This is an optimization exercise on Yosys and OpenROAD, whose aim is small area, a short achievable clock period and few clock cycles, not a production implementation. The RTL was checked by simulation tests, not by an equivalence proof against the original design. No activity file was given, so power comes from the tool's default toggle rates.

`flow/design.v`:
```
module CHIP (	clk,
				rst_n,
				mem_read_D,
				mem_write_D,
				mem_addr_D,
				mem_wdata_D,
				mem_rdata_D,
				mem_ready_D,
				mem_read_I,
				mem_write_I,
				mem_addr_I,
				mem_wdata_I,
				mem_rdata_I,
				mem_ready_I,
				DCACHE_addr,
				DCACHE_wdata,
				DCACHE_wen,
				DCACHE_stall
			);
input			clk, rst_n;
output			mem_read_D;
output			mem_write_D;
output	[31:4]	mem_addr_D;
output	[127:0]	mem_wdata_D;
input	[127:0]	mem_rdata_D;
input			mem_ready_D;
output			mem_read_I;
output			mem_write_I;
output	[31:4]	mem_addr_I;
output	[127:0]	mem_wdata_I;
input	[127:0]	mem_rdata_I;
input			mem_ready_I;
output	[29:0]	DCACHE_addr;
output	[31:0]	DCACHE_wdata;
output			DCACHE_wen;
output			DCACHE_stall;
	RISCV_Pipeline i_RISCV(
		.clk         (clk),
		.rst_n       (rst_n),
		.mem_read_D  (mem_read_D),
		.mem_write_D (mem_write_D),
		.mem_addr_D  (mem_addr_D),
		.mem_wdata_D (mem_wdata_D),
		.mem_rdata_D (mem_rdata_D),
		.mem_ready_D (mem_ready_D),
		.mem_read_I  (mem_read_I),
		.mem_addr_I  (mem_addr_I),
		.mem_rdata_I (mem_rdata_I),
		.mem_ready_I (mem_ready_I),
		.DCACHE_addr (DCACHE_addr),
		.DCACHE_wdata(DCACHE_wdata),
		.DCACHE_wen  (DCACHE_wen),
		.DCACHE_stall(DCACHE_stall)
	);
	assign mem_write_I = 1'b0;
	assign mem_wdata_I = 128'd0;
endmodule
module Icache #(
    parameter SL = 2                   
) (
    input              clk,
    input              rst,
    input      [24:0]  pc_line,        
    input      [1:0]   pc_word,        
    input              no_req,         
    output             hit,            
    output     [27:0]  instr,          
    output reg         mem_read,
    output     [27:0]  mem_addr,
    input      [127:0] mem_rdata,
    input              mem_ready
);
localparam NS = 1 << SL;
localparam TW = 25 - SL;
reg [111:0]  d0 [0:NS-1];
reg [111:0]  d1 [0:NS-1];
reg [TW-1:0] t0 [0:NS-1];
reg [TW-1:0] t1 [0:NS-1];
reg [NS-1:0] v0, v1;
reg [NS-1:0] lru;                      
reg [3:0]    s0 [0:NS-1];              
reg [3:0]    s1 [0:NS-1];
function stopw(input [31:0] w);        
    reg [31:0] i;
    begin
        i = {w[7:0], w[15:8], w[23:16], w[31:24]};
        stopw = i[6] & ((~i[2] & i[31]) | (i[2] & ~i[3] & (i[11:7] == 5'd0)));
    end
endfunction
wire [3:0] mstop = {stopw(mem_rdata[127:96]), stopw(mem_rdata[95:64]),
                    stopw(mem_rdata[63:32]),  stopw(mem_rdata[31:0])};
function [27:0] pack(input [31:0] w);   
    reg [31:0] i;
    begin
        i = {w[7:0], w[15:8], w[23:16], w[31:24]};
        pack = {i[31:7], i[6], i[6] ? i[3:2] : i[5:4]};
    end
endfunction
wire [111:0] mpack = {pack(mem_rdata[127:96]), pack(mem_rdata[95:64]),
                      pack(mem_rdata[63:32]),  pack(mem_rdata[31:0])};
reg          busy;                     
reg [24:0]   rline;                    
assign mem_addr = {3'b000, rline};
wire [SL-1:0] set = pc_line[SL-1:0];
wire [TW-1:0] tag = pc_line[24:SL];
reg [NS-1:0] hs0, hs1;                 
reg [27:0]   wsel;                     
reg [3:0]    ssel;
integer q;
always @(*) begin
    wsel = 28'd0;
    ssel = 4'd0;
    for (q = 0; q < NS; q = q + 1) begin
        hs0[q] = v0[q] & (t0[q] == tag) & (set == q);
        hs1[q] = v1[q] & (t1[q] == tag) & (set == q);
        wsel = wsel | ({28{hs0[q]}} & d0[q][pc_word*28 +: 28]) | ({28{hs1[q]}} & d1[q][pc_word*28 +: 28]);
        ssel = ssel | ({4{hs0[q]}} & s0[q]) | ({4{hs1[q]}} & s1[q]);
    end
end
wire h0 = |hs0;
wire h1 = |hs1;
wire rmatch = (rline == pc_line);
wire arrive = busy & mem_ready & rmatch;
assign hit = h0 | h1 | arrive;
wire [27:0] wm = mpack[pc_word*28 +: 28];
assign instr = arrive ? wm : wsel;
wire [24:0]   nline = pc_line + 25'd1;
wire [SL-1:0] nset  = nline[SL-1:0];
wire [TW-1:0] ntag  = nline[24:SL];
wire npresent = (v0[nset] & (t0[nset] == ntag)) |
                (v1[nset] & (t1[nset] == ntag)) |
                ((busy | mem_read) & (rline == nline));
wire idle_next = busy ? mem_ready : ~mem_read;
wire inflight  = (busy | mem_read) & rmatch;
wire demand    = ~(h0 | h1) & ~inflight;
wire [3:0] lstop = arrive ? mstop : ssel;
wire [3:0] wmask = {1'b1, pc_word != 2'd3, pc_word[1] == 1'b0, pc_word == 2'd0};
wire prefetch  = hit & ~npresent & ~|(lstop & wmask);
wire issue     = idle_next & ~no_req & (demand | prefetch);
always @(posedge clk) begin
    if (rst) begin
        mem_read <= 1'b0;
        busy     <= 1'b0;
    end else begin
        mem_read <= issue;
        busy     <= mem_read | (busy & ~mem_ready);
    end
end
always @(posedge clk) begin
    if (idle_next) rline <= demand ? pc_line : nline;
end
wire          fill  = busy & mem_ready;
wire [SL-1:0] fset  = rline[SL-1:0];
wire          fway  = lru[fset];
genvar s;
generate
    for (s = 0; s < NS; s = s + 1) begin : g_set
        always @(posedge clk) begin
            if (fill && fset == s && !fway) begin
                d0[s] <= mpack;
                t0[s] <= rline[24:SL];
                s0[s] <= mstop;
            end
            if (fill && fset == s && fway) begin
                d1[s] <= mpack;
                t1[s] <= rline[24:SL];
                s1[s] <= mstop;
            end
        end
        always @(posedge clk) begin
            if (rst) begin
                v0[s]  <= 1'b0;
                v1[s]  <= 1'b0;
                lru[s] <= 1'b0;
            end else if (fill && fset == s) begin
                if (!fway) v0[s] <= 1'b1;
                else       v1[s] <= 1'b1;
                lru[s] <= ~fway;
            end else if (set == s && (h0 | h1)) begin
                lru[s] <= h0;
            end
        end
    end
endgenerate
endmodule
module Dcache (
    input              clk,
    input              rst,
    input      [31:0]  ex_base,        
    input      [31:0]  ex_off,
    input      [27:0]  ex_line,        
    input              ex_enter,       
    input              m_valid,
    input              m_load,
    input              m_store,
    input      [31:0]  m_addr,
    input      [31:0]  m_wdata,        
    output             m_stall,        
    output             m_stdone,       
    output             m_stwait,       
    output             m_sbhold,       
    input              m_xhold,        
    output             m_ltake,        
    output             lp_fill,        
    output     [31:0]  lp_data,        
    output     [31:0]  m_rdata,        
    output     [31:0]  m_rdline,       
    output             m_rdmem,        
    output reg         m_miss,         
    output reg         mem_read,
    output reg         mem_write,
    output reg [27:0]  mem_addr,
    output     [127:0] mem_wdata,
    input      [127:0] mem_rdata,
    input              mem_ready
);
function [31:0] bswap(input [31:0] v);
    bswap = {v[7:0], v[15:8], v[23:16], v[31:24]};
endfunction
reg [127:0]  d;
reg [27:0]   t;
reg          v, y;                     
reg          busy;                     
reg          rd;                       
reg          pend;                     
reg          lpv;                      
reg  [1:0]   lpw;                      
reg          sbv;                      
reg  [1:0]   sbw;
assign mem_wdata = d;
wire [31:0] ea = ex_base;
wire [31:0] eb = ex_off;
wire [4:0]  lo = {1'b0, ea[3:0]} + {1'b0, eb[3:0]};
wire [27:0] et  = m_miss ? m_addr[31:4] : t;
wire        ev  = m_miss | v;
wire [31:0] eg = ea & eb;
wire [31:0] ep = ea ^ eb;
wire [31:4] cin = {eg[30:4] | (ep[30:4] & ~et[26:0]), lo[4]};
wire ehit = ev & (&(ep[31:4] ^ et ^ ~cin));
wire [1:0] mword = m_addr[3:2];
wire   fill   = busy & rd & mem_ready;    
wire   fclean = fill & ~y;                 
wire   fdirty = fill & y;                  
wire   rdout  = mem_read | (busy & rd);    
wire   sbtake = m_valid & m_store & m_miss & rdout;
assign m_ltake = m_valid & m_load & m_miss & rdout & ~fill & ~m_xhold;
wire   mwait  = m_valid & (m_load | m_store) & m_miss & ~(fill & m_load) & ~sbtake & ~m_ltake;
assign m_stall = mwait | m_xhold;
assign lp_fill = lpv & fill;
assign lp_data = bswap(mem_rdata[lpw*32 +: 32]);
assign m_rdmem  = m_miss | pend;
assign m_rdline = bswap(d[mword*32 +: 32]);
assign m_rdata  = m_rdmem ? bswap(mem_rdata[mword*32 +: 32]) : m_rdline;
wire   st_hit = m_valid & m_store & ~m_miss;
assign m_stdone = m_valid & m_store & (~m_miss | sbtake);
assign m_stwait = m_miss & ~rdout;
assign m_sbhold = sbv | lpv | (m_valid & (m_load | m_store) & m_miss);
always @(posedge clk) begin
    if (rst) begin
        m_miss <= 1'b0;
    end else if (!m_stall) begin
        m_miss <= ex_enter & ~ehit;
    end else if (fill) begin
        m_miss <= 1'b0;
    end
end
wire idle_next = busy ? mem_ready : ~(mem_read | mem_write);
wire need_mem  = m_valid & (m_load | m_store) & m_miss & ~mem_read & ~(busy & rd);
wire need_ex   = ex_enter & ~ehit & ~m_stall;
wire do_read   = idle_next & ~fdirty & (need_mem | need_ex);
always @(posedge clk) begin
    if (fdirty)       mem_addr <= t;
    else if (do_read) mem_addr <= need_mem ? m_addr[31:4] : ex_line;
end
always @(posedge clk) begin
    if (rst) begin
        mem_read  <= 1'b0;
        mem_write <= 1'b0;
        busy      <= 1'b0;
        rd        <= 1'b0;
        pend      <= 1'b0;
        sbv       <= 1'b0;
        lpv       <= 1'b0;
    end else begin
        mem_read  <= do_read;
        mem_write <= fdirty;
        pend      <= fdirty;
        busy      <= mem_read | mem_write | (busy & ~mem_ready);
        if (mem_read)       rd <= 1'b1;
        else if (mem_ready) rd <= 1'b0;
        if (sbtake)              sbv <= 1'b1;
        else if (fclean | pend)  sbv <= 1'b0;
        if (m_ltake)             lpv <= 1'b1;
        else if (fill)           lpv <= 1'b0;
    end
end
always @(posedge clk) begin
    if (sbtake) sbw <= mword;
    if (m_ltake) lpw <= mword;
end
wire        lfill = fclean | pend;         
wire        wst   = sbv | m_stdone;
wire [1:0]  ww    = sbv ? sbw : mword;
wire [31:0] wd    = bswap(m_wdata);         
genvar k;
generate
    for (k = 0; k < 4; k = k + 1) begin : g_word
        wire [31:0] wbus = (lfill & ~(wst & ww == k)) ? mem_rdata[k*32 +: 32] : wd;
        always @(posedge clk) begin
            if (lfill | (st_hit & mword == k)) d[k*32 +: 32] <= wbus;
        end
    end
endgenerate
always @(posedge clk) begin
    if (fill) t <= mem_addr;
end
always @(posedge clk) begin
    if (rst) begin
        v <= 1'b0;
        y <= 1'b0;
    end else if (fill) begin
        v <= 1'b1;
        if (!y) y <= sbv | (m_valid & m_store);
    end else if (pend) begin
        y <= sbv | st_hit;
    end else if (st_hit) begin
        y <= 1'b1;
    end
end
endmodule
module RISCV_Pipeline (
    input          clk,
    input          rst_n,
    output         mem_read_D,
    output         mem_write_D,
    output [31:4]  mem_addr_D,
    output [127:0] mem_wdata_D,
    input  [127:0] mem_rdata_D,
    input          mem_ready_D,
    output         mem_read_I,
    output [31:4]  mem_addr_I,
    input  [127:0] mem_rdata_I,
    input          mem_ready_I,
    output [29:0]  DCACHE_addr,
    output [31:0]  DCACHE_wdata,
    output         DCACHE_wen,
    output         DCACHE_stall
);
function [31:0] bswap(input [31:0] v);
    bswap = {v[7:0], v[15:8], v[23:16], v[31:24]};
endfunction
wire rst = ~rst_n;
reg  [26:0] PC;
reg         ID_valid;
reg  [27:0] ID_instr;        
reg  [26:0] ID_PC;
reg         EX_valid;
reg  [31:0] EX_a, EX_b;        
reg  [31:0] EX_sd;             
reg  [26:0] EX_alt;           
reg  [4:0]  EX_rd;
reg         EX_we, EX_load, EX_store, EX_sub, EX_sra, EX_left;
reg         EX_radd, EX_rslt, EX_rxor, EX_ror, EX_rand, EX_rsh, EX_rlink;    
reg         EX_jalr, EX_branch, EX_bne, EX_pred;
reg         MEM_valid;
reg  [31:0] MEM_res, MEM_b;
reg  [4:0]  MEM_rd;
reg         MEM_we, MEM_load, MEM_store;
reg  [31:0] rf [1:31];
wire        m_stall, m_miss, m_stdone, m_stwait, m_sbhold, m_ltake, lp_fill;
wire [31:0] lp_data;
reg  [4:0]  lp_rd;             
wire        wconf;
wire [31:0] m_rdata, m_rdline;
wire        m_rdmem;
wire        ex_redir;
wire [26:0] ex_tgt;
wire        id_redir;
wire [26:0] id_tgt;
wire        ld_stall;
wire        front_hold = m_stall | (EX_valid & (EX_load | EX_store) & m_sbhold);
wire        ic_hit;
wire [27:0] ic_instr;
Icache #(.SL(1)) I_cache (
    .clk      (clk),
    .rst      (rst),
    .pc_line  (PC[26:2]),
    .pc_word  (PC[1:0]),
    .no_req   (ex_redir | id_redir),
    .hit      (ic_hit),
    .instr    (ic_instr),
    .mem_read (mem_read_I),
    .mem_addr (mem_addr_I),
    .mem_rdata(mem_rdata_I),
    .mem_ready(mem_ready_I)
);
wire [26:0] next_PC = ex_redir ? ex_tgt :
                      id_redir ? id_tgt :
                      ic_hit   ? PC + 27'd1 : PC;
always @(posedge clk) begin
    if (rst)                        PC <= 27'd0;
    else if (!front_hold && !ld_stall) PC <= next_PC;
end
always @(posedge clk) begin
    if (rst) ID_valid <= 1'b0;
    else if (!front_hold && !ld_stall) ID_valid <= ic_hit & ~ex_redir & ~id_redir;
end
always @(posedge clk) begin
    if (!front_hold && !ld_stall) begin
        ID_instr <= ic_instr;
        ID_PC    <= PC;
    end
end
wire [31:0] ins = {ID_instr[27:3], 7'd0};
wire [2:0]  knd = ID_instr[2:0];
wire [4:0]  rs1 = ins[19:15];
wire [4:0]  rs2 = ins[24:20];
wire [4:0]  rd  = ins[11:7];
wire [2:0]  f3  = ins[14:12];
wire i_R    = ~knd[2] &  knd[1] &  knd[0];
wire i_I    = ~knd[2] & ~knd[1] &  knd[0];
wire i_L    = ~knd[2] & ~knd[1] & ~knd[0];
wire i_S    = ~knd[2] &  knd[1] & ~knd[0];
wire i_B    =  knd[2] & ~knd[0];
wire i_JAL  =  knd[2] &  knd[1] &  knd[0];
wire i_JALR =  knd[2] & ~knd[1] &  knd[0];
wire use1 = ~i_JAL;
wire use2 = i_R | i_S | i_B;
wire wr   = (i_R | i_I | i_L | i_JAL | i_JALR) & (rd != 5'd0);
wire [31:0] ex_res;
wire [31:0] mem_res = MEM_load ? m_rdata : MEM_res;
wire [31:0] mem_fwd = MEM_load ? m_rdline : MEM_res;
wire ex_fw1  = EX_valid  & EX_we  & (EX_rd  == rs1);
wire ex_fw2  = EX_valid  & EX_we  & (EX_rd  == rs2);
wire mem_fw1 = MEM_valid & MEM_we & (MEM_rd == rs1);
wire mem_fw2 = MEM_valid & MEM_we & (MEM_rd == rs2);
wire [31:0] rf1 = (rs1 == 5'd0) ? 32'd0 : rf[rs1];
wire [31:0] rf2 = (rs2 == 5'd0) ? 32'd0 : rf[rs2];
wire [31:0] op1 = ex_fw1 ? ex_res : mem_fw1 ? mem_fwd : rf1;
wire [31:0] op2 = ex_fw2 ? ex_res : mem_fw2 ? mem_fwd : rf2;
wire   lp_dep = (lp_rd != 5'd0) & ((use1 & (lp_rd == rs1)) | (use2 & (lp_rd == rs2)));
wire   ml_dep = MEM_valid & MEM_load & MEM_we & m_rdmem &
                ((use1 & (MEM_rd == rs1)) | (use2 & (MEM_rd == rs2)));
assign ld_stall = ID_valid & ~ex_redir & ((EX_valid & EX_load & EX_we &
                  ((use1 & (EX_rd == rs1)) | (use2 & (EX_rd == rs2)))) | lp_dep | ml_dep);
wire [11:0] imm12 = i_S ? {ins[31:25], ins[11:7]} : ins[31:20];
wire [26:0] immJ  = {{9{ins[31]}}, ins[19:12], ins[20], ins[30:22]};      
wire [26:0] immB  = {{17{ins[31]}}, ins[7], ins[30:25], ins[11:9]};       
assign id_tgt   = ID_PC + (i_JAL ? immJ : immB);
wire   pred     = i_B & ins[31];               
assign id_redir = ID_valid & ~ld_stall & ~ex_redir & (i_JAL | pred);
wire [26:0] id_pc1 = ID_PC + 27'd1;
wire id_adv = ID_valid & ~ld_stall & ~ex_redir;
always @(posedge clk) begin
    if (rst) EX_valid <= 1'b0;
    else if (!front_hold) EX_valid <= id_adv;
end
wire        sub_op = (i_R & (f3 == 3'b000) & ins[30]) | ((i_R | i_I) & (f3 == 3'b010));
wire [31:0] bsel   = (i_R | i_B) ? op2 : {{20{imm12[11]}}, imm12};
wire        arith  = i_R | i_I;
always @(posedge clk) begin
    if (!front_hold) begin
        EX_a      <= op1;
        EX_b      <= bsel;
        EX_sd     <= op2;
        EX_alt    <= (i_B & ~pred) ? id_tgt : id_pc1;
        EX_rd     <= rd;
        EX_we     <= wr;
        EX_load   <= i_L;
        EX_store  <= i_S;
        EX_sub    <= sub_op;
        EX_sra    <= ins[30];
        EX_left   <= ~f3[2];
        EX_radd   <= ~(i_JAL | i_JALR) & ~(arith & (f3 != 3'b000));
        EX_rslt   <= arith & (f3 == 3'b010);
        EX_rxor   <= arith & (f3 == 3'b100);
        EX_ror    <= arith & (f3 == 3'b110);
        EX_rand   <= arith & (f3 == 3'b111);
        EX_rsh    <= arith & (f3[1:0] == 2'b01);
        EX_rlink  <= i_JAL | i_JALR;
        EX_jalr   <= i_JALR;
        EX_branch <= i_B;
        EX_bne    <= f3[0];
        EX_pred   <= pred;
    end
end
function [31:0] ks_add(input [31:0] a, input [31:0] b, input cin);
    reg [31:0] g, p, gg, pp, gn, pn;
    reg [32:0] c;
    integer i, d;
    begin
        g = a & (b ^ {32{cin}});
        p = a ^ b ^ {32{cin}};
        gg = g;
        pp = p;
        gg[0] = g[0] | (p[0] & cin);
        for (d = 1; d < 32; d = d * 2) begin
            gn = gg;
            pn = pp;
            for (i = d; i < 32; i = i + 1) begin
                gn[i] = gg[i] | (pp[i] & gg[i-d]);
                pn[i] = pp[i] & pp[i-d];
            end
            gg = gn;
            pp = pn;
        end
        ks_add = p ^ {gg[30:0], cin};
    end
endfunction
wire [31:0] sum = ks_add(EX_a, EX_b, EX_sub);
wire        slt = (EX_a[31] != EX_b[31]) ? EX_a[31] : sum[31];
wire [4:0]  shamt = EX_b[4:0];
wire        left  = EX_left;
reg  [31:0] shin;
integer j;
always @(*) for (j = 0; j < 32; j = j + 1) shin[j] = left ? EX_a[31-j] : EX_a[j];
wire        fillb = EX_sra & EX_a[31] & ~left;
wire [31:0] shr = $signed({fillb, shin}) >>> shamt;
reg  [31:0] shout;
always @(*) for (j = 0; j < 32; j = j + 1) shout[j] = left ? shr[31-j] : shr[j];
assign ex_res = ({32{EX_radd}}  & sum) |
                ({32{EX_rslt}}  & {31'd0, slt}) |
                ({32{EX_rxor}}  & (EX_a ^ EX_b)) |
                ({32{EX_ror}}   & (EX_a | EX_b)) |
                ({32{EX_rand}}  & (EX_a & EX_b)) |
                ({32{EX_rsh}}   & shout) |
                ({32{EX_rlink}} & {3'b000, EX_alt, 2'b00});
wire taken = (EX_a == EX_b) ^ EX_bne;
assign ex_redir = EX_valid & (EX_jalr | (EX_branch & (taken ^ EX_pred)));
assign ex_tgt   = EX_jalr ? sum[28:2] : EX_alt;
Dcache D_cache (
    .clk      (clk),
    .rst      (rst),
    .ex_base  (EX_a),
    .ex_off   (EX_b),
    .ex_line  (sum[31:4]),
    .ex_enter (EX_valid & (EX_load | EX_store) & ~front_hold),
    .m_valid  (MEM_valid),
    .m_load   (MEM_load),
    .m_store  (MEM_store),
    .m_addr   (MEM_res),
    .m_wdata  (MEM_b),
    .m_stall  (m_stall),
    .m_stdone (m_stdone),
    .m_stwait (m_stwait),
    .m_sbhold (m_sbhold),
    .m_xhold  (wconf),
    .m_ltake  (m_ltake),
    .lp_fill  (lp_fill),
    .lp_data  (lp_data),
    .m_rdata  (m_rdata),
    .m_rdline (m_rdline),
    .m_rdmem  (m_rdmem),
    .m_miss   (m_miss),
    .mem_read (mem_read_D),
    .mem_write(mem_write_D),
    .mem_addr (mem_addr_D),
    .mem_wdata(mem_wdata_D),
    .mem_rdata(mem_rdata_D),
    .mem_ready(mem_ready_D)
);
always @(posedge clk) begin
    if (rst) MEM_valid <= 1'b0;
    else if (!m_stall) MEM_valid <= EX_valid & ~front_hold;
end
always @(posedge clk) begin
    if (!m_stall) begin
        MEM_res   <= ex_res;
        MEM_rd    <= EX_rd;
        MEM_we    <= EX_we;
        MEM_load  <= EX_load;
        MEM_store <= EX_store;
    end
end
always @(posedge clk) begin
    if (EX_valid && EX_store && !front_hold) MEM_b <= EX_sd;
end
assign wconf = lp_fill & MEM_valid & MEM_we;
wire [4:0]  wr_rd   = lp_fill ? lp_rd : MEM_rd;
wire        wr_en   = lp_fill | (MEM_valid & MEM_we);
wire [31:0] wr_data = lp_fill ? lp_data : mem_res;
genvar r;
generate
    for (r = 1; r < 32; r = r + 1) begin : g_rf
        always @(posedge clk) begin
            if (wr_en && wr_rd == r) rf[r] <= wr_data;
        end
    end
endgenerate
always @(posedge clk) begin
    if (rst)                     lp_rd <= 5'd0;
    else if (m_ltake)            lp_rd <= MEM_we ? MEM_rd : 5'd0;
    else if (lp_fill)            lp_rd <= 5'd0;
    else if (MEM_valid && MEM_we && MEM_rd == lp_rd)
                                 lp_rd <= 5'd0;    
end
assign DCACHE_addr  = MEM_res[31:2];
assign DCACHE_wdata = bswap(MEM_b);
assign DCACHE_wen   = MEM_valid & MEM_store;
assign DCACHE_stall = m_stwait;
endmodule
```
`flow/flow/run.sh`:
```
#!/bin/bash
# Layout flow: the standard ORFS flow (standard.sh), with the standard
# synthesis unchanged, port buffers of buf_2 cells and a larger setup margin
# for ORFS's timing repair in the later steps. Each step's full output goes
# to its own log in this folder (and ORFS's per-step logs under orfs/logs).
set -uo pipefail
bash standard.sh synth > synth.log 2>&1 || exit 1
bash standard.sh SETUP_SLACK_MARGIN=7 "BUFFER_PORTS_ARGS=-buffer_cell sky130_fd_sc_hd__buf_2" finish > layout.log 2>&1 || exit 1
```
`flow/standard.sh`:
```
#!/bin/bash
# synth_recipe.tcl (not shown) runs the flow's synth.tcl, then flattens the netlist and writes it again
# the make line also repeats each setting of config.mk as NAME=value (left out here)
make -C /OpenROAD-flow-scripts/flow DESIGN_CONFIG=/design/flow/config.mk WORK_HOME=/design/flow/orfs CLKGATE_MAP_FILE= SYNTH_SCRIPT=/design/flow/synth_recipe.tcl "${@:-finish}"
```
`flow/config.mk`:
```
export PLATFORM = sky130hd
export DESIGN_NAME = CHIP
export DESIGN_NICKNAME = CHIP
export VERILOG_FILES = /design/flow/design.v
export SDC_FILE = /design/flow/constraint.sdc
export NUM_CORES = 8
export LEC_CHECK = 0
export CAP_MARGIN = 20
export CORE_MARGIN = 2
export CORE_UTILIZATION = 50
export CTS_CLUSTER_DIAMETER = 80
export CTS_CLUSTER_SIZE = 20
export SLEW_MARGIN = 20
```
`flow/constraint.sdc`:
```
create_clock -name core_clock -period 11.0 [get_ports {clk}]
set_input_delay 2.2000 -clock core_clock [delete_from_list [all_inputs] [get_ports {clk}]]
set_output_delay 2.2000 -clock core_clock [all_outputs]
set_load 0.01 [all_outputs]
```
==> flow_summary.json, run 1 <==
{
  "multi_input_area_mm2": 0.0416,
  "ir_drop_v": 0.000190,
  "endpoint_kind": "flop",
  "fin_crit_sh_pct": 38.2,
  "switching_power_mw": 3.11,
  "fp.dieW_um": 462,
  "crit_type": "reg2reg",
  "seq_area_mm2": 0.0622,
  "tritoncts": "built",
  "yosysUniqueCellTypes": 105,
  "cp-startpoint": "i_RISCV.ID_instr[13]",
  "ys_async_sr_fraction_pct": 0,
  "start_util_pct": 50.2,
  "grt_pass1_vias": 78400,
  "synth.area.top_cells": "edfxtp_1 (58%), mux4_2 (6.2%), a22oi_1 (6.0%), mux2_2 (2.1%), xnor2_1 (1.9%)",
  "fill_cells": 17100,
  "synth_top_cell_area_share_pct": 58.3,
  "coreArea_mm2": 0.209,
  "area_growth_pct": 13.6,
  "r2r_slack_ps": 6800,
  "hold_path_class": "reg2reg",
  "drive_above_1_share_pct": 24.0,
  "tightest_slew_ps": 1200,
  "dr.pass1.iters": 13,
  "critPathMostFrequentCell": "a21oi_1",
  "synth_top_area_cell": "edfxtp_1",
  "path_max_fanout": 19,
  "dp_hpwl_mm": 297,
  "ys_ff_latch": 2089,
  "io-pin-count": 640,
  "r2r_end": "i_RISCV.EX_a[20]",
  "antenna_left": 0,
  "postSynthAreaPerCell_um2": 13.2,
  "setup_tns_ps": 0,
  "maxSlewHeadroom_pct": 18.9,
  "path_clk_slew_ps": 90,
  "ctsRootBufferMaster": "clkbuf_16",
  "antenna_found_initial": 65,
  "fin_nets": 8848,
  "worstHoldPathCells": 0,
  "p_sw_share_pct": 21.8,
  "wl_mm": 480,
  "crit-reg2reg-launch": "i_RISCV.ID_instr[13]",
  "gp_congestion": 1.02,
  "cts_hold_buffers": 0,
  "p_comb_share_pct": 1.9,
  "grt_pass1_wl_mm": 642,
  "finalSetupViolCount": 0,
  "synth_edf_count": 2037,
  "reg2reg_depth": 9,
  "netlist_area_mm2": 0.105,
  "grt_max_degree": 80,
  "cts_sinks": 2089,
  "whs_endpoint": "i_RISCV.MEM_b[22]",
  "fp.dieH_um": 462,
  "die_area_mm2": 0.214,
  "slowest_stage": "a21oi_1",
  "clock_skew_ps": 58.2,
  "synth_most_common_cell": "edfxtp_1",
  "grt_usage_pct": 43.9,
  "max_stage_delay_ps": 730,
  "ctsLongestPathBuffers": 3,
  "ys_warn_count": 42,
  "syn_inst": 7954,
  "max_freq_mhz": 238,
  "p_seq_share_pct": 60.9,
  "final_cell_area_mm2": 0.119,
  "wl_per_cell_um": 42.2,
  "p_per_area_mw_per_mm2": 120,
  "crit_path_start_kind": "flop",
  "ys_top_cells_by_count": "edfxtp_1 (2037), a22oi_1 (833), nand2_1 (527)",
  "rsz0062_at_grt": "yes",
  "htreeDepth": 4,
  "io_buffer_count": 499,
  "cap_violations": 0,
  "clock_latency_ps": 870,
  "hp-start": "i_RISCV.EX_sd[22]",
  "power.internal_mw": 11.2,
  "yosysSeqAreaShare_pct": 59.3,
  "worstPathRequired_ps": 11700,
  "row_count": 168,
  "final-hold-violation-count": 0,
  "slew_violations": 0,
  "vias": 83500,
  "placed_area_mm2": 0.111,
  "drcViolationCount": 0,
  "clockPowerShare_pct": 37.2,
  "outcome": "finished clean",
  "cts_buffers": 136,
  "initialDrtViolationCount": 15900,
  "via_per_inst": 7.34,
  "finalCriticalPeriod_ps": 4200,
  "ys.flop_type": "edfxtp_1",
  "critPathArrivalTime_ps": 4900,
  "crit_chain": "or3b_2, nor2_4, buf_4, a22oi_1, nand3_1, nor3_1, a21oi_1, a21oi_1, mux2i_1",
  "power_leakage_nw": 42.3,
  "grt_overflow": 0
}
power groups by stage:
stage / sequential (mW) / combinational, mW / clock, mW
global placement: 8.89 / 0.263 / 0
CTS: 8.71 / 0.268 / 5.33
floorplan: 8.89 / 0.148 / 0
finish: 8.71 / 0.274 / 5.33
global route: 8.72 / 0.291 / 5.59
detailed placement: 8.90 / 0.267 / 0
area by class of cell:
| type | count | area share (%) |
|---|---|---|
| clock inverters | 43 | 0.516 |
| multi-input cells | 5119 | 34.9 |
| well taps | 2805 | 2.94 |
| diodes | 41 | 0.0860 |
| flip-flops and latches | 2089 | 52.2 |
| clock buffers | 156 | 2.95 |
| repair buffers | 963 | 5.94 |
| inverters | 156 | 0.510 |
critical path, delay by kind of cell, from the launching register on:
kind | cells | cell delay, ps
simple gates | 4 | 1560
flops | 1 | 640
buf+inv | 1 | 630
compound gates | 3 | 980
mux | 1 | 190
layer usage:
metal  vias to the layer above  GRT usage (%)  wire length (µm)
li1                      32200              -                 -
met1                     41600           56.9            167000
met2                      7766           60.9            196000
met3                      1868           16.6             75000
met4                        46           29.9             42500
met5                         -          0.498               406
state kept, by name, indices dropped and copies added, names as in the netlist, 28 cells and up:
| name | cells |
|---|---|
| i_RISCV.ID_instr | 28 |
| i_RISCV.MEM_res | 32 |
| i_RISCV.I_cache.d0 | 224 |
| i_RISCV.D_cache.t | 28 |
| i_RISCV.I_cache.t0 | 48 |
| i_RISCV.I_cache.d1 | 224 |
| i_RISCV.I_cache.t1 | 48 |
| i_RISCV.MEM_b | 32 |
| i_RISCV.D_cache.mem_addr | 28 |
| i_RISCV.D_cache.d | 128 |
| i_RISCV.EX_sd | 32 |
| i_RISCV.EX_b | 32 |
| i_RISCV.rf | 992 |
| i_RISCV.EX_a | 32 |
cell usage in the layout (no fill, tap or decap), drive strengths merged, types with 23 or more instances in the layout:
master,n
nor3,142
a31oi,38
a222oi,62
a21oi,337
edfxtp,2037
nand2,527
a221oi,66
nand4,150
conb,132
and3,38
or3,28
nand2b,44
and2,32
clkbuf,162
o21ai,351
a211oi,69
dfxtp,52
mux2,200
inv,162
a22oi,833
xor2,170
a21o,46
diode,41
xnor2,232
nand3,186
ha,95
mux4,291
o211ai,31
o22ai,33
nor4,54
buf,947
nand3b,23
mux2i,133
nor2,380
fa,28
a22o,49
stage by stage:
step	instances	total power, mW	utilization (%)	hold WS, ps	setup WS (ps)
global route	11300	14.6	57.0	434	6910
floorplan	8085	9.04	-	400	3440
finish	11400	14.3	57.0	424	6800
global placement	10900	9.16	53.2	405	5060
CTS	11300	14.3	56.4	426	6910
detailed placement	10900	9.16	53.2	405	5010
worst max-delay path by stage:
stage / to / cells past startpoint / slack, ps
floorplan: i_RISCV.D_cache.mem_addr[0] / 8 / 3440
global placement: i_RISCV.PC[14] / 14 / 5060
detailed placement: i_RISCV.PC[10] / 14 / 5010
CTS: i_RISCV.EX_b[29] / 16 / 6910
global route: i_RISCV.PC[10] / 14 / 6910
finish: i_RISCV.EX_a[20] / 9 / 6800
logic make-up after synthesis:
kind of cell / synth area share (%)
simple gates: 7.93
xor+xnor: 3.83
buf+inv: 3.84
mux: 9.66
fa+ha+maj: 1.67
compound gates: 13.8
flops: 59.3
other cells: 0.00357
repair_timing:
item                                    4_1_cts  5_1_grt
cloned                                       12        6
endpoints found under the setup margin     1578      833
buffers inserted                            114       56
resized for setup                           265      122
pin swaps                                    41       24
Testbench counts, summed over its fixed seeds: cycles 378,604.
==> run 2, diff against run 1 <==
==> flow/config.mk (replaced) <==
export PLATFORM = sky130hd
export DESIGN_NAME = CHIP
export DESIGN_NICKNAME = CHIP
export VERILOG_FILES = /design/flow/design.v
export SDC_FILE = /design/flow/constraint.sdc
export NUM_CORES = 8
export LEC_CHECK = 0
export CAP_MARGIN = 60
export CORE_MARGIN = 2
export CORE_UTILIZATION = 60
export CTS_CLUSTER_DIAMETER = 80
export CTS_CLUSTER_SIZE = 20
export SLEW_MARGIN = 60
==> run 2 against run 1 <==
Effect of this change:
- sequential share of layout area is 0.11 points lower
- clock-buffer cell count is 2 lower
- flip-flop and latch count is the same
- register-to-register slack got worse by 30 ps
- global-route usage increased by 4.9 points
- critical path depth increased by 1
- core utilization up 12 points
- worst hold slack lost 11 ps
- largest power group unchanged
- fmax fell by 0.79%
- still clean on timing, DRC and antenna
- via count increased by 0.85%
- final cell count is 4.1% lower
- highest routed layer unchanged
- largest cell class unchanged
- total power is 0.75% lower
==> flow_summary.json, run 2 <==
{
  "outcome": "finished clean",
  "hold_path_class": "reg2reg",
  "tritoncts": "built",
  "r2r_end": "i_RISCV.EX_b[16]",
  "synth.area.top_cells": "edfxtp_1 (58%), mux4_2 (6.2%), a22oi_1 (6.0%), mux2_2 (2.1%), xnor2_1 (1.9%)",
  "critPathArrivalTime_ps": 4820,
  "io-pin-count": 640,
  "vias": 84200,
  "ys.flop_type": "edfxtp_1",
  "fp.dieH_um": 422,
  "cts_sinks": 2089,
  "drcViolationCount": 0,
  "multi_input_area_mm2": 0.0417,
  "largestRegisters": "i_RISCV.rf x992, i_RISCV.I_cache.d0 x224, i_RISCV.I_cache.d1 x224",
  "synth_edf_count": 2037,
  "netlist_area_mm2": 0.105,
  "final_common_cell": "edfxtp_1",
  "grt_max_degree": 81,
  "cts_hold_buffers": 0,
  "fin_crit_sh_pct": 38.5,
  "synth_most_common_cell": "edfxtp_1",
  "yosysSeqAreaShare_pct": 59.3,
  "crit_type": "reg2reg",
  "ys_warn_count": 42,
  "coreArea_mm2": 0.174,
  "top_register": "i_RISCV.rf",
  "tightest_slew_ps": 733,
  "max_freq_mhz": 236,
  "p_per_area_mw_per_mm2": 119,
  "maxSlewHeadroom_pct": 50.7,
  "drive_above_1_share_pct": 24.6,
  "yosysUniqueCellTypes": 105,
  "ys_ff_latch": 2089,
  "grt_usage_pct": 48.8,
  "die_area_mm2": 0.178,
  "fin_nets": 8883,
  "grt_pass1_wl_mm": 608,
  "max_stage_delay_ps": 600,
  "crit_path_start_kind": "flop",
  "grt_pass1_vias": 79200,
  "crit_chain": "buf_4, or3b_2, nor2_4, buf_8, a22oi_1, nand4_1, nor2_1, a21oi_2, a211oi_1, a221oi_1",
  "via_per_inst": 7.71,
  "row_count": 153,
  "cp.buffers_inverters": 2,
  "gp_congestion": 1.06,
  "seq_area_mm2": 0.0623,
  "layout_common_cells": "edfxtp_1 (2037), a22oi_1 (833), nand2_1 (515)",
  "start_util_pct": 60.4,
  "largest_reg_flops": 992,
  "postSynthAreaPerCell_um2": 13.2,
  "wl_per_cell_um": 40.8,
  "antenna_found_initial": 52,
  "final-hold-violation-count": 0,
  "power_leakage_nw": 42.5,
  "finalCriticalPeriod_ps": 4230,
  "worstHoldPathCells": 0,
  "p_total_mw": 14.2,
  "path_max_fanout": 25,
  "r2r_slack_ps": 6770,
  "cp-startpoint": "i_RISCV.ID_instr[20]",
  "reg2reg_depth": 10,
  "ctsLongestPathBuffers": 3,
  "cts_buffers": 135,
  "synth_top_cell_area_share_pct": 58.3,
  "area_growth_pct": 13.9,
  "fp.dieW_um": 422,
  "clock_skew_ps": 57.4,
  "endpoint_kind": "flop",
  "setup_tns_ps": 0,
  "initialDrtViolationCount": 17000,
  "dr.pass1.iters": 15,
  "wl_mm": 445,
  "slew_violations": 0,
  "ctsRootBufferMaster": "clkbuf_16",
  "grt_overflow": 0,
  "hp-start": "i_RISCV.EX_sd[18]",
  "ir_drop_v": 0.000149,
  "cp.depth": 10,
  "dp_hpwl_mm": 280,
  "ys_async_sr_fraction_pct": 0,
  "fill_cells": 12300,
  "syn_inst": 7954,
  "clock_latency_ps": 890,
  "htreeDepth": 4,
  "slowest_stage": "or3b_2",
  "crit-reg2reg-launch": "i_RISCV.ID_instr[20]",
  "finalSetupViolCount": 0,
  "worstPathRequired_ps": 11590,
  "ys_top_cells_by_count": "edfxtp_1 (2037), a22oi_1 (833), nand2_1 (527)",
  "path_clk_slew_ps": 90,
  "crit_family": "compound AO/OA/AOI/OAI gates",
  "rsz0062_at_grt": "yes",
  "synth_top_area_cell": "edfxtp_1",
  "io_buffer_count": 499,
  "whs_endpoint": "i_RISCV.MEM_b[18]",
  "antenna_left": 0,
  "cap_violations": 0
}
-- run 2: layout make-up --
class                   count  area share, %
inverters                 156          0.520
diodes                     31         0.0649
flip-flops and latches   2089           52.1
multi-input cells        5117           34.9
repair buffers           1000           6.66
clock inverters            38          0.406
clock buffers             154           2.96
well taps                2325           2.43
repair inverters            1        0.00419
-- run 2: layer usage --
layer | GRT usage [%] | part of all wire (%)
met5 | 0.726 | 0.096
met4 | 35.4 | 9.9
met3 | 19.8 | 17
met1 | 61.7 | 32
met2 | 67.9 | 41
-- run 2: power breakdown --
group | leakage (nW) | internal, mW | switching [mW]
combinational | 18.9 | 0.101 | 0.171
sequential | 21.7 | 8.67 | 0.0393
clock | 1.96 | 2.41 | 2.81
-- run 2: timing repair --
action | 4_1_cts | 5_1_grt
pin swaps | 16 | 15
hold endpoints to repair | 0 | 0
setup buffers | 54 | 60
gates cloned | 11 | 6
endpoints found under the setup margin | 513 | 567
gates resized for setup | 119 | 66
-- run 2: stage by stage --
stage | util (%) | worst slack [ps] | area [µm²] | hold WS, ps | instances
4_1_cts | 67.9 | 6950 | 118000 | 414 | 10800
3_3_place_gp | 63.5 | 4170 | 110000 | 402 | 10400
3_5_place_dp | 64.8 | 4760 | 113000 | 405 | 10500
6_report | 68.8 | 6770 | 120000 | 413 | 10900
2_1_floorplan | - | 3440 | 106000 | 400 | 8085
5_1_grt | 68.7 | 6910 | 119000 | 423 | 10900
-- run 2: worst max-delay path by stage --
stage | endpoint | slack (ps)
2_1_floorplan | i_RISCV.D_cache.mem_addr[0] | 3440
3_3_place_gp | i_RISCV.PC[14] | 4170
3_5_place_dp | i_RISCV.PC[10] | 4760
4_1_cts | DCACHE_addr[0] | 6950
5_1_grt | i_RISCV.EX_a[28] | 6910
6_report | i_RISCV.EX_b[16] | 6770
-- run 2: cell families after synthesis --
logic type / after synthesis / share of synthesized area, %
flops: 2089 / 59.3
compound gates: 2095 / 13.8
buf+inv: 879 / 3.84
other cells: 1 / 0.00357
mux: 624 / 9.66
simple gates: 1719 / 7.93
fa+ha+maj: 123 / 1.67
xor+xnor: 424 / 3.83
==> run 3, diff against run 2 <==
--- a/flow/config.mk
+++ b/flow/config.mk
@@ -7,7 +7,8 @@
 export LEC_CHECK = 0
 export CAP_MARGIN = 60
 export CORE_MARGIN = 2
-export CORE_UTILIZATION = 60
+export CORE_UTILIZATION = 55
 export CTS_CLUSTER_DIAMETER = 80
 export CTS_CLUSTER_SIZE = 20
+export PLACE_DENSITY = 0.7
 export SLEW_MARGIN = 60
==> run 3 against run 2 <==
Effect of this change:
- still clean on timing, DRC and antenna
- setup slack better by 150 ps
- sequential power hardly changed
- synthesized cell count stayed put
- die area is 9.0% higher
- core utilization is 5.7 points lower
- routed wire length is 1.4% higher
- sequential share of layout area is 0.14 points lower
- final area is 0.25% higher
- first-iteration DRC count is 0.43% lower
- via count is 0.43% lower
==> flow_summary.json, run 3 <==
{
  "die_area_mm2": 0.194,
  "cts_buffers": 136,
  "final_core_util_pct": 63.1,
  "largestRegisters": "i_RISCV.rf x992, i_RISCV.I_cache.d0 x224, i_RISCV.I_cache.d1 x224",
  "ctsRootBufferMaster": "clkbuf_16",
  "synth_edf_count": 2037,
  "clock_latency_ps": 870,
  "dp_hpwl_mm": 283,
  "area_growth_pct": 14.2,
  "ys.flop_type": "edfxtp_1",
  "via_per_inst": 7.56,
  "slew_violations": 0,
  "ir_drop_v": 0.000175,
  "rsz0062_at_grt": "no",
  "antenna_left": 0,
  "ys_top_cells_by_count": "edfxtp_1 (2037), a22oi_1 (833), nand2_1 (527)",
  "synth_most_common_cell": "edfxtp_1",
  "power_leakage_nw": 42.4,
  "netlist_area_mm2": 0.105,
  "synth.area.top_cells": "edfxtp_1 (58%), mux4_2 (6.2%), a22oi_1 (6.0%), mux2_2 (2.1%), xnor2_1 (1.9%)",
  "postSynthAreaPerCell_um2": 13.2,
  "max_freq_mhz": 245,
  "grt_pass1_wl_mm": 610,
  "ys_async_sr_fraction_pct": 0,
  "cts_hold_buffers": 0,
  "row_count": 160,
  "finalCriticalPeriod_ps": 4080,
  "cp.buffers_inverters": 3,
  "crit-reg2reg-launch": "i_RISCV.ID_instr[20]",
  "yosysSeqAreaShare_pct": 59.3,
  "ys_warn_count": 42,
  "syn_inst": 7954,
  "htreeDepth": 4,
  "hold_path_class": "reg2reg",
  "grt_max_degree": 73,
  "crit_family": "simple AND/OR/NAND/NOR gates",
  "drcViolationCount": 0,
  "crit_type": "reg2reg",
  "final_common_cell": "edfxtp_1",
  "maxSlewHeadroom_pct": 51.2,
  "whs_endpoint": "i_RISCV.MEM_b[8]",
  "ctsLongestPathBuffers": 3,
  "cp-startpoint": "i_RISCV.ID_instr[20]",
  "synth_top_area_cell": "edfxtp_1",
  "tightest_slew_ps": 732,
  "dr.pass1.iters": 17,
  "start_util_pct": 55.2,
  "reg2reg_depth": 12,
  "wl_per_cell_um": 40.7,
  "fin_nets": 8855,
  "cts_sinks": 2089,
  "r2r_end": "i_RISCV.EX_b[0]",
  "gp_congestion": 1.06,
  "tritoncts": "built",
  "cap_violations": 0,
  "worstPathRequired_ps": 11690,
  "wl_mm": 451,
  "yosysUniqueCellTypes": 105,
  "layout_common_cells": "edfxtp_1 (2037), a22oi_1 (832), nand2_1 (514)",
  "ys_ff_latch": 2089,
  "outcome": "finished clean",
  "hp-start": "i_RISCV.EX_sd[8]",
  "initialDrtViolationCount": 17000,
  "fp.dieW_um": 441,
  "fp.dieH_um": 441,
  "crit_chain": "buf_6, or3b_2, nor2_4, buf_6, a22oi_1, nand4_1, nor4_2, buf_2, o21a_1, a211o_1, a22o_1, a31oi_1",
  "grt_usage_pct": 45.4,
  "grt_pass1_vias": 78100,
  "slowest_stage": "or3b_2",
  "antenna_found_initial": 44,
  "cp.depth": 12,
  "largest_reg_flops": 992,
  "path_clk_slew_ps": 90,
  "worstHoldPathCells": 0,
  "crit_path_start_kind": "flop",
  "finalSetupViolCount": 0,
  "critPathArrivalTime_ps": 4770,
  "synth_top_cell_area_share_pct": 58.3,
  "vias": 83800,
  "clock_skew_ps": 57.6,
  "grt_overflow": 0,
  "p_per_area_mw_per_mm2": 120,
  "drive_above_1_share_pct": 24.6,
  "final-hold-violation-count": 0,
  "critPathMostFrequentCell": "buf_6",
  "setup_tns_ps": 0,
  "max_stage_delay_ps": 590,
  "coreArea_mm2": 0.190,
  "endpoint_kind": "flop",
  "r2r_slack_ps": 6920,
  "io_buffer_count": 499,
  "top_register": "i_RISCV.rf",
  "fin_crit_sh_pct": 37.1,
  "final_cells": 11100,
  "dp.cells": 10700,
  "path_max_fanout": 26,
  "io-pin-count": 640
}
-- run 3: cell counts after synthesis --
Identical to the previous run, type by type.
-- run 3: metal layers --
layer	global-route usage [%]	vias to the layer above	wire [µm]
met2	62.9	8515	184000
met3	19.7	2399	76600
met5	0.124	-	548
met1	56.7	40600	147000
met4	33.1	56	43400
li1	-	32300	-
-- run 3: how the worst max path moves through the flow --
stage | slack (ps) | to
after global routing | 6930 | i_RISCV.I_cache.mem_read
after detailed placement | 5480 | i_RISCV.PC[10]
after global placement | 5230 | i_RISCV.MEM_b[29]
after floorplan | 3440 | i_RISCV.D_cache.mem_addr[0]
final | 6920 | i_RISCV.EX_b[0]
after CTS | 6790 | i_RISCV.PC[10]
-- run 3: layout make-up --
cell class | count | area, µm²
multi-input cells | 5118 | 41900
clock buffers | 165 | 3640
inverters | 156 | 601
flip-flops and latches | 2089 | 62300
well taps | 2511 | 3140
clock inverters | 40 | 559
repair buffers | 971 | 7660
diodes | 38 | 95.1
fillers | 14100 | 70100
-- run 3: kinds of logic after synthesis --
logic type               synth area share, %
other                                0.00357
AND/OR/NAND/NOR                         7.93
multiplexers                            9.66
buffers and inverters                   3.84
adder cells (fa/ha/maj)                 1.67
AO/OA/AOI/OAI                           13.8
XOR/XNOR                                3.83
flip-flops                              59.3
-- run 3: per-stage QoR --
step / worst slack (ps) / cell area (µm²) / hold slack [ps] / total power [mW]
after global routing: 6930 / 120000 / 410 / 14.6
after global placement: 5230 / 111000 / 402 / 9.15
after detailed placement: 5480 / 113000 / 405 / 9.16
after CTS: 6790 / 118000 / 414 / 14.3
final: 6920 / 120000 / 400 / 14.3
after floorplan: 3440 / 106000 / 400 / 9.04
-- run 3: worst register-to-register path, stage by stage, from the launching register on --
cell and delay, ps:
edfxtp_1 550, buf_6 220, or3b_2 590, nor2_4 410, buf_6 580, a22oi_1 190
nand4_1 160, nor4_2 60, buf_2 180, o21a_1 270, a211o_1 320, a22o_1 240
a31oi_1 140
-- run 3: power breakdown --
group / switching, mW / total [mW] / leakage [nW] / internal [mW]
clock network: 2.83 / 5.36 / 2.04 / 2.53
registers: 0.0403 / 8.72 / 21.7 / 8.68
logic: 0.170 / 0.272 / 18.7 / 0.101
-- run 3: what timing repair did --
item,in CTS,in global routing
pin swaps,13,18
gates cloned,5,7
resized for setup,105,87
buffers inserted,44,51
setup endpoints to repair,352,352
==> run 4, diff against run 3 <==
--- a/flow/design.v
+++ b/flow/design.v
@@ -231,8 +231,8 @@
 wire [31:0] ea = ex_base;
 wire [31:0] eb = ex_off;
 wire [4:0]  lo = {1'b0, ea[3:0]} + {1'b0, eb[3:0]};
-wire [27:0] et  = m_miss ? m_addr[31:4] : t;
-wire        ev  = m_miss | v;
+wire [27:0] et  = m_miss ? m_addr[31:4] : ((sbv | lpv) ? mem_addr : t);
+wire        ev  = m_miss | sbv | lpv | v;
 wire [31:0] eg = ea & eb;
 wire [31:0] ep = ea ^ eb;
 wire [31:4] cin = {eg[30:4] | (ep[30:4] & ~et[26:0]), lo[4]};
@@ -254,7 +254,7 @@
 wire   st_hit = m_valid & m_store & ~m_miss;
 assign m_stdone = m_valid & m_store & (~m_miss | sbtake);
 assign m_stwait = m_miss & ~rdout;
-assign m_sbhold = sbv | lpv | (m_valid & (m_load | m_store) & m_miss);
+assign m_sbhold = (sbv & ~fclean) | (lpv & ~fill) | (m_valid & (m_load | m_store) & m_miss & ~fill);
 always @(posedge clk) begin
     if (rst) begin
         m_miss <= 1'b0;
--- a/flow/config.mk
+++ b/flow/config.mk
@@ -7,8 +7,7 @@
 export LEC_CHECK = 0
 export CAP_MARGIN = 60
 export CORE_MARGIN = 2
-export CORE_UTILIZATION = 55
+export CORE_UTILIZATION = 50
 export CTS_CLUSTER_DIAMETER = 80
 export CTS_CLUSTER_SIZE = 20
-export PLACE_DENSITY = 0.7
 export SLEW_MARGIN = 60
==> run 4 against run 3 <==
Effect of this change:
- setup slack worse by 31 ps
- final cell count up 2.3%
- non-clock buffer count up 39
- critical path type unchanged
- largest cell class unchanged
- largest power group unchanged
- highest routed layer unchanged
==> flow_summary.json, run 4 <==
{
  "outcome": "finished clean",
  "dp_hpwl_mm": 290,
  "gp_congestion": 0.994,
  "worst_slack_ps": 6890,
  "ys_warn_count": 42,
  "tritoncts": "built",
  "io_buffer_count": 499,
  "drcViolationCount": 0,
  "grt_usage_pct": 41.8,
  "worstPathRequired_ps": 11700,
  "final_common_cell": "edfxtp_1",
  "slew_violations": 0,
  "vias": 82200,
  "coreArea_mm2": 0.207,
  "wl_per_cell_um": 40.1,
  "syn_inst": 7906,
  "maxSlewHeadroom_pct": 51.4,
  "grt_pass1_vias": 77200,
  "r2r_end": "i_RISCV.EX_b[0]",
  "fin_nets": 8835,
  "wl_met2_mm": 189,
  "antenna_found_initial": 67,
  "synth.area.top_cells": "edfxtp_1 (59%), mux4_2 (5.8%), a22oi_1 (4.6%), xnor2_1 (2.5%), o21ai_0 (2.0%)",
  "clock_skew_ps": 49.3,
  "highest_layer": "met5",
  "synth_edf_count": 2037,
  "ys.flop_type": "edfxtp_1",
  "setup_tns_ps": 0,
  "wl_mm": 455,
  "grt_overflow": 0,
  "largest_reg_flops": 992,
  "finalCriticalPeriod_ps": 4120,
  "largestRegisters": "i_RISCV.rf x992, i_RISCV.I_cache.d0 x224, i_RISCV.I_cache.d1 x224",
  "rsz0062_at_grt": "yes",
  "initialDrtViolationCount": 15800,
  "grt_max_degree": 75,
  "via_per_inst": 7.24,
  "hp-start": "i_RISCV.EX_sd[29]",
  "fp.dieW_um": 461,
  "fin_crit_sh_pct": 37.4,
  "yosysSeqAreaShare_pct": 59.6,
  "wl_met3_mm": 70.3,
  "power_leakage_nw": 40.5,
  "cap_violations": 0,
  "max_freq_mhz": 243,
  "crit_path_start_kind": "flop",
  "p_per_area_mw_per_mm2": 119,
  "cts_sinks": 2089,
  "drive_above_1_share_pct": 24.4,
  "crit-reg2reg-launch": "i_RISCV.ID_instr[20]",
  "path_clk_slew_ps": 90,
  "synth_most_common_cell": "edfxtp_1",
  "clock_latency_ps": 870,
  "cts_hold_buffers": 0,
  "finalSetupViolCount": 0,
  "tightest_slew_ps": 730,
  "path_max_fanout": 21,
  "start_util_pct": 50.3,
  "row_count": 167,
  "yosysUniqueCellTypes": 97,
  "netlist_area_mm2": 0.104,
  "ctsLongestPathBuffers": 3,
  "r2r_slack_ps": 6890,
  "cts_buffers": 133,
  "antenna_left": 0,
  "io-pin-count": 640,
  "die_area_mm2": 0.212,
  "grt_pass1_wl_mm": 616,
  "final-hold-violation-count": 0,
  "ys_top_cells_by_count": "edfxtp_1 (2037), a22oi_1 (637), nand2_1 (495)",
  "synth_top_area_cell": "edfxtp_1",
  "layout_common_cells": "edfxtp_1 (2037), a22oi_1 (637), buf_2 (508)",
  "area_growth_pct": 14.6,
  "ctsRootBufferMaster": "clkbuf_16",
  "htreeDepth": 4,
  "ys_async_sr_fraction_pct": 0,
  "worstHoldPathCells": 0,
  "dpl_worst_slack_ps": 5990,
  "synth_top_cell_area_share_pct": 58.6,
  "crit_type": "reg2reg",
  "ir_drop_v": 0.000188,
  "critPathArrivalTime_ps": 4820,
  "postSynthAreaPerCell_um2": 13.2,
  "endpoint_kind": "flop",
  "reg2reg_depth": 13,
  "ys_ff_latch": 2089,
  "hold_path_class": "reg2reg",
  "whs_endpoint": "i_RISCV.MEM_b[29]",
  "dr.pass1.iters": 10,
  "fp.dieH_um": 461,
  "top_register": "i_RISCV.rf",
  "m1WireLength_mm": 158
}
run 4: cell count changes after synthesis, moves of 27 or more:
cell / change
a211oi_1: -50
a221oi_1: +98
a22o_1: +101
a22oi_1: -196
clkbuf_1: +30
mux2_2: -27
nand2_1: -32
nor3_1: -36
o21ai_0: +77
o22ai_1: +28
xnor2_1: +62
run 4: power by group:
part           total [mW]  internal (mW)  switching [mW]
sequential           8.71           8.67          0.0375
clock                5.24           2.41            2.83
combinational       0.269         0.0993           0.169
run 4: logic make-up (layout without fill, tap and decap cells):
family	Yosys count	in the layout	share of synthesized area [%]
other	1	174	0.00360
muxes	591	591	9.21
xor gates and xnor gates	448	448	3.76
DFF	2089	2089	59.6
adders and majority gates	123	123	1.68
AOI/OAI and AO/OA	2162	2162	14.5
buffers and inverters	873	1346	3.84
and+or+nand+nor	1619	1620	7.41
run 4: layout make-up:
| cell class | count | area [µm²] |
|---|---|---|
| antenna | 42 | 105 |
| clock buffer | 148 | 3430 |
| clock inverter | 46 | 614 |
| fill | 17000 | 87800 |
| inverter | 142 | 581 |
| multi-input combinational | 5076 | 41000 |
| sequential | 2089 | 62300 |
| tap | 2788 | 3490 |
| timing repair buffer | 1010 | 7980 |
run 4: critical path, stage by stage (launching register included):
cell       delay (ps)
edfxtp_1          320
buf_4             350
or3b_2            620
nor2_4            200
buf_6             220
buf_4             590
a22oi_1           220
nand3_1           110
nor2_1             80
a21oi_2           410
nor2_4            170
a211o_1           320
o2bb2ai_1         150
a31oi_1           170
run 4: metal layers:
metal  global-route usage [%]  up-vias
met1                     54.9    40700
li1                         -    32200
met5                        0        -
met2                     59.4     7439
met3                     14.9     1823
met4                     25.5       72
run 4: how the worst max path moves through the flow:
| stage | from | to | slack, ps | cells past startpoint |
|---|---|---|---|---|
| final | i_RISCV.ID_instr[20] | i_RISCV.EX_b[0] | 6890 | 13 |
| after global routing | i_RISCV.EX_a[11] | i_RISCV.EX_b[22] | 6990 | 13 |
| after CTS | i_RISCV.ID_instr[16] | i_RISCV.PC[26] | 7000 | 14 |
| after detailed placement | i_RISCV.EX_sub | i_RISCV.EX_b[26] | 5990 | 14 |
| after global placement | i_RISCV.EX_sub | i_RISCV.EX_b[26] | 5380 | 14 |
| after floorplan | mem_ready_I | i_RISCV.I_cache.d0[1][0] | 4710 | 2 |
run 4: repair_timing:
item                                    4_1_cts  5_1_grt
endpoints found under the setup margin      319      324
pin swaps                                    29       28
buffers inserted                             62       62
cloned                                        8        2
resized for setup                           100       76
run 4: per-stage QoR:
step                      power (mW)  area (µm²)  hold WS, ps  cells  util, %
after detailed placement        9.16      113000          405  11000     54.4
after global placement          9.15      110000          406  10800     53.3
after CTS                       14.2      118000          426  11200     57.0
after global routing            14.5      119000          430  11300     57.6
after floorplan                 9.04      105000          400   8037        -
final                           14.2      120000          426  11300     57.7
Testbench counts of run 4, summed over its fixed seeds: cycles 375,983.
==> run 5, diff against run 4 <==
--- a/flow/config.mk
+++ b/flow/config.mk
@@ -11,3 +11,4 @@
 export CTS_CLUSTER_DIAMETER = 80
 export CTS_CLUSTER_SIZE = 20
 export SLEW_MARGIN = 60
+export TNS_END_PERCENT = 20
==> run 5 against run 4 <==
Effect of this change:
- combinational power shrank 1%
- core utilization shrank 0.12 points
- critical endpoint is now i_RISCV.EX_b[6]
- fmax shrank 0.26%
- critical path type unchanged
- die area is the same
- synthesized cell count is the same
- setup slack lost 11 ps
- largest power group unchanged
- synthesized area is the same
- largest cell class unchanged
- clock-buffer cell count grew 13
==> flow_summary.json, run 5 <==
{
  "outcome": "finished clean",
  "synth_most_common_cell": "edfxtp_1",
  "critPathArrivalTime_ps": 4860,
  "ys_warn_count": 42,
  "cap_violations": 0,
  "final_common_cell": "edfxtp_1",
  "synth_compound_area_share_pct": 14.5,
  "cts_buffers": 136,
  "synth-simple-area-share_pct": 7.41,
  "fp.dieH_um": 461,
  "grt_usage_pct": 41.5,
  "power_leakage_nw": 40.4,
  "via_per_inst": 7.27,
  "dp_hpwl_mm": 282,
  "fp.dieW_um": 461,
  "dpl_worst_slack_ps": 5990,
  "finalCriticalPeriod_ps": 4130,
  "largestRegisters": "i_RISCV.rf x992, i_RISCV.I_cache.d0 x224, i_RISCV.I_cache.d1 x224",
  "vias": 82200,
  "maxSlewHeadroom_pct": 51.6,
  "io_buffer_count": 499,
  "ys.flop_type": "edfxtp_1",
  "p_per_area_mw_per_mm2": 120,
  "crit_path_start_kind": "flop",
  "htreeDepth": 4,
  "dp.cells": 10900,
  "grt_max_degree": 75,
  "top_register": "i_RISCV.rf",
  "syn_inst": 7906,
  "synth.area.top_cells": "edfxtp_1 (59%), mux4_2 (5.8%), a22oi_1 (4.6%), xnor2_1 (2.5%), o21ai_0 (2.0%)",
  "synth_top_area_cell": "edfxtp_1",
  "tightest_slew_ps": 725,
  "yosysUniqueCellTypes": 97,
  "postSynthAreaPerCell_um2": 13.2,
  "yosysSeqAreaShare_pct": 59.6,
  "antenna_found_initial": 66,
  "fin_nets": 8803,
  "grt_pass1_wl_mm": 612,
  "path_max_fanout": 26,
  "grt_overflow": 0,
  "ir_drop_v": 0.000195,
  "crit_type": "reg2reg",
  "cts_hold_buffers": 0,
  "synth_top_family_by_area": "compound AO/OA/AOI/OAI gates",
  "ys_ff_latch": 2089,
  "row_count": 167,
  "hold_path_class": "reg2reg",
  "ctsLongestPathBuffers": 3,
  "final-hold-violation-count": 0,
  "ys_top_cells_by_count": "edfxtp_1 (2037), a22oi_1 (637), nand2_1 (495)",
  "die_area_mm2": 0.212,
  "drive_above_1_share_pct": 24.2,
  "area_growth_pct": 14.3,
  "clock_latency_ps": 880,
  "clock_skew_ps": 41.8,
  "synth.area.mux_share_pct": 9.21,
  "final_cells": 11300,
  "cts_sinks": 2089,
  "slew_violations": 0,
  "tritoncts": "built",
  "synth_edf_count": 2037,
  "fin_crit_sh_pct": 37.5,
  "synth_xor_area_share_pct": 3.76,
  "setup_tns_ps": 0,
  "path_clk_slew_ps": 90,
  "io-pin-count": 640,
  "worstPathRequired_ps": 11730,
  "worst_slack_ps": 6870,
  "layout_common_cells": "edfxtp_1 (2037), a22oi_1 (637), buf_2 (506)",
  "gp_congestion": 1.00,
  "coreArea_mm2": 0.207,
  "ys_async_sr_fraction_pct": 0,
  "grt_pass1_vias": 77500,
  "wl_per_cell_um": 40.0,
  "finalSetupViolCount": 0,
  "start_util_pct": 50.3,
  "max_freq_mhz": 242,
  "ctsRootBufferMaster": "clkbuf_16",
  "synth_top_cell_area_share_pct": 58.6,
  "drcViolationCount": 0,
  "wl_mm": 452,
  "endpoint_kind": "flop",
  "largest_reg_flops": 992,
  "synth_fa_ha_area_share_pct": 1.68,
  "final_core_util_pct": 57.5,
  "dr.pass1.iters": 12,
  "netlist_area_mm2": 0.104,
  "antenna_left": 0,
  "initialDrtViolationCount": 16100,
  "rsz0062_at_grt": "yes"
}
==> run 5: cell type report <==
cell class | count | area, µm²
fill | 16700 | 88000
sequential | 2089 | 62300
multi-input combinational | 5076 | 41100
timing repair buffer | 975 | 7570
clock buffer | 161 | 3560
tap | 2788 | 3490
inverter | 142 | 587
clock inverter | 46 | 578
antenna | 34 | 85.1
==> run 5: path summary, 6_finish.rpt <==
check / from / end / slack (ps) / depth (start not counted)
worst min-delay path: i_RISCV.EX_sd[29] / i_RISCV.MEM_b[29] / 420 / 0
worst max-delay path: i_RISCV.ID_instr[17] / i_RISCV.EX_b[6] / 6870 / 11
worst min register to register: i_RISCV.EX_sd[29] / i_RISCV.MEM_b[29] / 420 / 0
worst max register to register: i_RISCV.ID_instr[17] / i_RISCV.EX_b[6] / 6870 / 11
==> run 5: power breakdown <==
group	leakage [nW]	internal, mW	switching [mW]	total [mW]
combinational	18.8	0.0978	0.168	0.265
sequential	19.6	8.68	0.0394	8.71
clock	2.00	2.42	2.88	5.31
==> run 5: metal layers <==
layer  GRT usage, %  vias up  part of all wire, %
li1               -    32100                    -
met3           15.6     1862                   16
met5         0.0230        -                0.086
met1           53.9    40600                   35
met4           25.4       64                  8.0
met2           58.7     7576                   41
==> run 5: per-stage QoR <==
stage | instance area, µm² | hold slack, ps | total power, mW
after floorplan | 105000 | 400 | 9.04
after global placement | 110000 | 403 | 9.15
after detailed placement | 113000 | 405 | 9.15
after CTS | 118000 | 421 | 14.3
after global routing | 119000 | 430 | 14.6
final | 119000 | 421 | 14.3
==> run 5: repair_timing <==
item	in CTS	in global routing
hold endpoints to repair	0	0
gates resized for setup	83	69
pin swaps	16	24
endpoints found under the setup margin	290	243
setup buffers	44	68
cloned	5	5
==> run 5: kinds of logic after synthesis <==
kind of cell / after synthesis
AOI/OAI and AO/OA: 2162
DFF: 2089
and+or+nand+nor: 1619
buffers and inverters: 873
muxes: 591
xor gates and xnor gates: 448
adders and majority gates: 123
other: 1
==> run 5: critical path, cell delays in order, from the launching register on <==
cell      delay [ps]
edfxtp_1         330
buf_4            340
nand2_2          400
nor2_4           590
buf_6            520
a22oi_1          180
nand4_1          130
nor3_1            70
a21oi_2          510
nor2_1           200
a21oi_1          400
mux2_2           250
==> run 6, diff against run 5 <==
--- a/flow/config.mk
+++ b/flow/config.mk
@@ -7,8 +7,8 @@
 export LEC_CHECK = 0
 export CAP_MARGIN = 60
 export CORE_MARGIN = 2
-export CORE_UTILIZATION = 50
+export CORE_UTILIZATION = 55
 export CTS_CLUSTER_DIAMETER = 80
 export CTS_CLUSTER_SIZE = 20
+export PLACE_DENSITY = 0.7
 export SLEW_MARGIN = 60
-export TNS_END_PERCENT = 20
==> run 6 against run 5 <==
Effect of this change:
- first-iteration DRC count up 11%
- total power decreased by 0.46%
- sequential share of layout area rose by 0.058 points
- register-to-register slack worse by 30 ps
- synthesized area unchanged
- flip-flop and latch count unchanged
- core utilization rose by 5.8 points
- via count rose by 2.6%
- non-clock buffer count grew 22
- synthesized cell count is the same
- critical endpoint is now i_RISCV.EX_b[5]
- largest cell class unchanged
==> flow_summary.json, run 6 <==
{
  "outcome": "finished clean",
  "max_freq_mhz": 241,
  "path_clk_slew_ps": 80,
  "path_max_fanout": 18,
  "fin_nets": 8824,
  "critPathArrivalTime_ps": 4860,
  "antenna_left": 0,
  "power_leakage_nw": 40.5,
  "synth_edf_count": 2037,
  "via_per_inst": 7.63,
  "clock_latency_ps": 860,
  "endpoint_kind": "flop",
  "rsz0062_at_grt": "yes",
  "yosysSeqAreaShare_pct": 59.6,
  "gp_congestion": 1.05,
  "hp-start": "i_RISCV.EX_sd[13]",
  "maxSlewHeadroom_pct": 50.9,
  "r2r_slack_ps": 6850,
  "die_area_mm2": 0.193,
  "ys_warn_count": 42,
  "row_count": 159,
  "final_common_cell": "edfxtp_1",
  "setup_tns_ps": 0,
  "p_comb_share_pct": 1.9,
  "reg2reg_depth": 12,
  "ctsRootBufferMaster": "clkbuf_16",
  "crit-reg2reg-launch": "i_RISCV.ID_instr[18]",
  "grt_pass1_vias": 78300,
  "fin_crit_sh_pct": 37.7,
  "syn_inst": 7906,
  "fp.dieH_um": 439,
  "worstHoldPathCells": 0,
  "antenna_found_initial": 50,
  "finalSetupViolCount": 0,
  "netlist_area_mm2": 0.104,
  "power.internal_mw": 11.2,
  "grt_pass1_wl_mm": 597,
  "ys.flop_type": "edfxtp_1",
  "hold_path_class": "reg2reg",
  "top_register": "i_RISCV.rf",
  "crit_type": "reg2reg",
  "dr.pass1.iters": 19,
  "layout_common_cells": "edfxtp_1 (2037), a22oi_1 (637), buf_2 (502)",
  "cts_hold_buffers": 0,
  "synth.area.top_cells": "edfxtp_1 (59%), mux4_2 (5.8%), a22oi_1 (4.6%), xnor2_1 (2.5%), o21ai_0 (2.0%)",
  "ys_ff_latch": 2089,
  "drive_above_1_share_pct": 24.4,
  "largest_reg_flops": 992,
  "synth_top_area_cell": "edfxtp_1"
}
run 6: changes by cell type in the layout (fill, tap and decap cells not counted), sizes merged, moves of 2 or more:
cell	change
buf	+22
bufbuf	+4
clkbuf	-16
clkinv	+2
clkinvlp	-3
diode	+16
inv	+4
run 6: worst max path at each step:
stage | from | endpoint | slack (ps) | cells after the start
finish | i_RISCV.ID_instr[18] | i_RISCV.EX_b[5] | 6850 | 12
global route | i_RISCV.EX_a[10] | i_RISCV.EX_b[5] | 6970 | 10
CTS | i_RISCV.EX_b[24] | i_RISCV.PC[23] | 6950 | 13
detailed placement | mem_ready_D | i_RISCV.PC[23] | 5940 | 12
global placement | mem_ready_D | i_RISCV.rf[22][14] | 5670 | 9
floorplan | mem_ready_I | i_RISCV.I_cache.d0[1][0] | 4710 | 2
run 6: what timing repair did:
action,4_1_cts,5_1_grt
hold endpoints to repair,0,0
gates resized for setup,123,83
pin swaps,27,25
buffers inserted,64,71
endpoints found under the setup margin,242,560
cloned,9,3
run 6: stage by stage:
step | instance area, µm² | cells | hold WS [ps] | total power [mW] | setup slack [ps]
after floorplan | 105000 | 8037 | 400 | 9.04 | 4710
after global placement | 110000 | 10600 | 404 | 9.14 | 5670
after detailed placement | 112000 | 10600 | 405 | 9.15 | 5940
after CTS | 118000 | 10900 | 423 | 14.2 | 6950
after global routing | 119000 | 11000 | 431 | 14.5 | 6970
final | 119000 | 11000 | 425 | 14.2 | 6850
run 6: layout make-up:
class	count	area, µm²
clock buffer	150	3480
timing repair buffer	997	7840
multi-input combinational	5075	41100
antenna	50	125
tap	2495	3120
inverter	142	574
clock inverter	49	613
sequential	2089	62300
fill	13900	69100
run 6: kinds of logic after synthesis:
group | synth area share [%]
multiplexers | 9.21
AO/OA/AOI/OAI | 14.5
AND/OR/NAND/NOR | 7.41
buffers and inverters | 3.84
flip-flops | 59.6
other | 0.00360
XOR/XNOR | 3.76
adder cells (fa/ha/maj) | 1.68
run 6: metal layers:
layer | GRT usage, % | vias to the layer above | wire [µm] | share of wire [%]
li1 | - | 32200 | - | -
met2 | 61.6 | 8795 | 179000 | 41
met1 | 55.7 | 40900 | 142000 | 32
met3 | 19.5 | 2425 | 78100 | 18
met4 | 29.5 | 46 | 40700 | 9.2
met5 | 0.323 | - | 480 | 0.11
run 6: worst max-delay path: stages, from the launching register on:
cell	delay (ps)
edfxtp_1	530
buf_4	240
or3b_2	610
nor2_4	410
buf_4	340
buf_6	350
a22oi_1	140
nand4_1	120
nor2_1	80
a21oi_4	400
nor2_1	120
a21oi_2	390
mux2_4	230
run 6: power by group through the flow:
stage | clock, mW | sequential, mW | combinational (mW)
floorplan | 0 | 8.89 | 0.145
global placement | 0 | 8.89 | 0.247
detailed placement | 0 | 8.90 | 0.257
CTS | 5.23 | 8.71 | 0.258
global route | 5.49 | 8.72 | 0.281
finish | 5.24 | 8.71 | 0.265
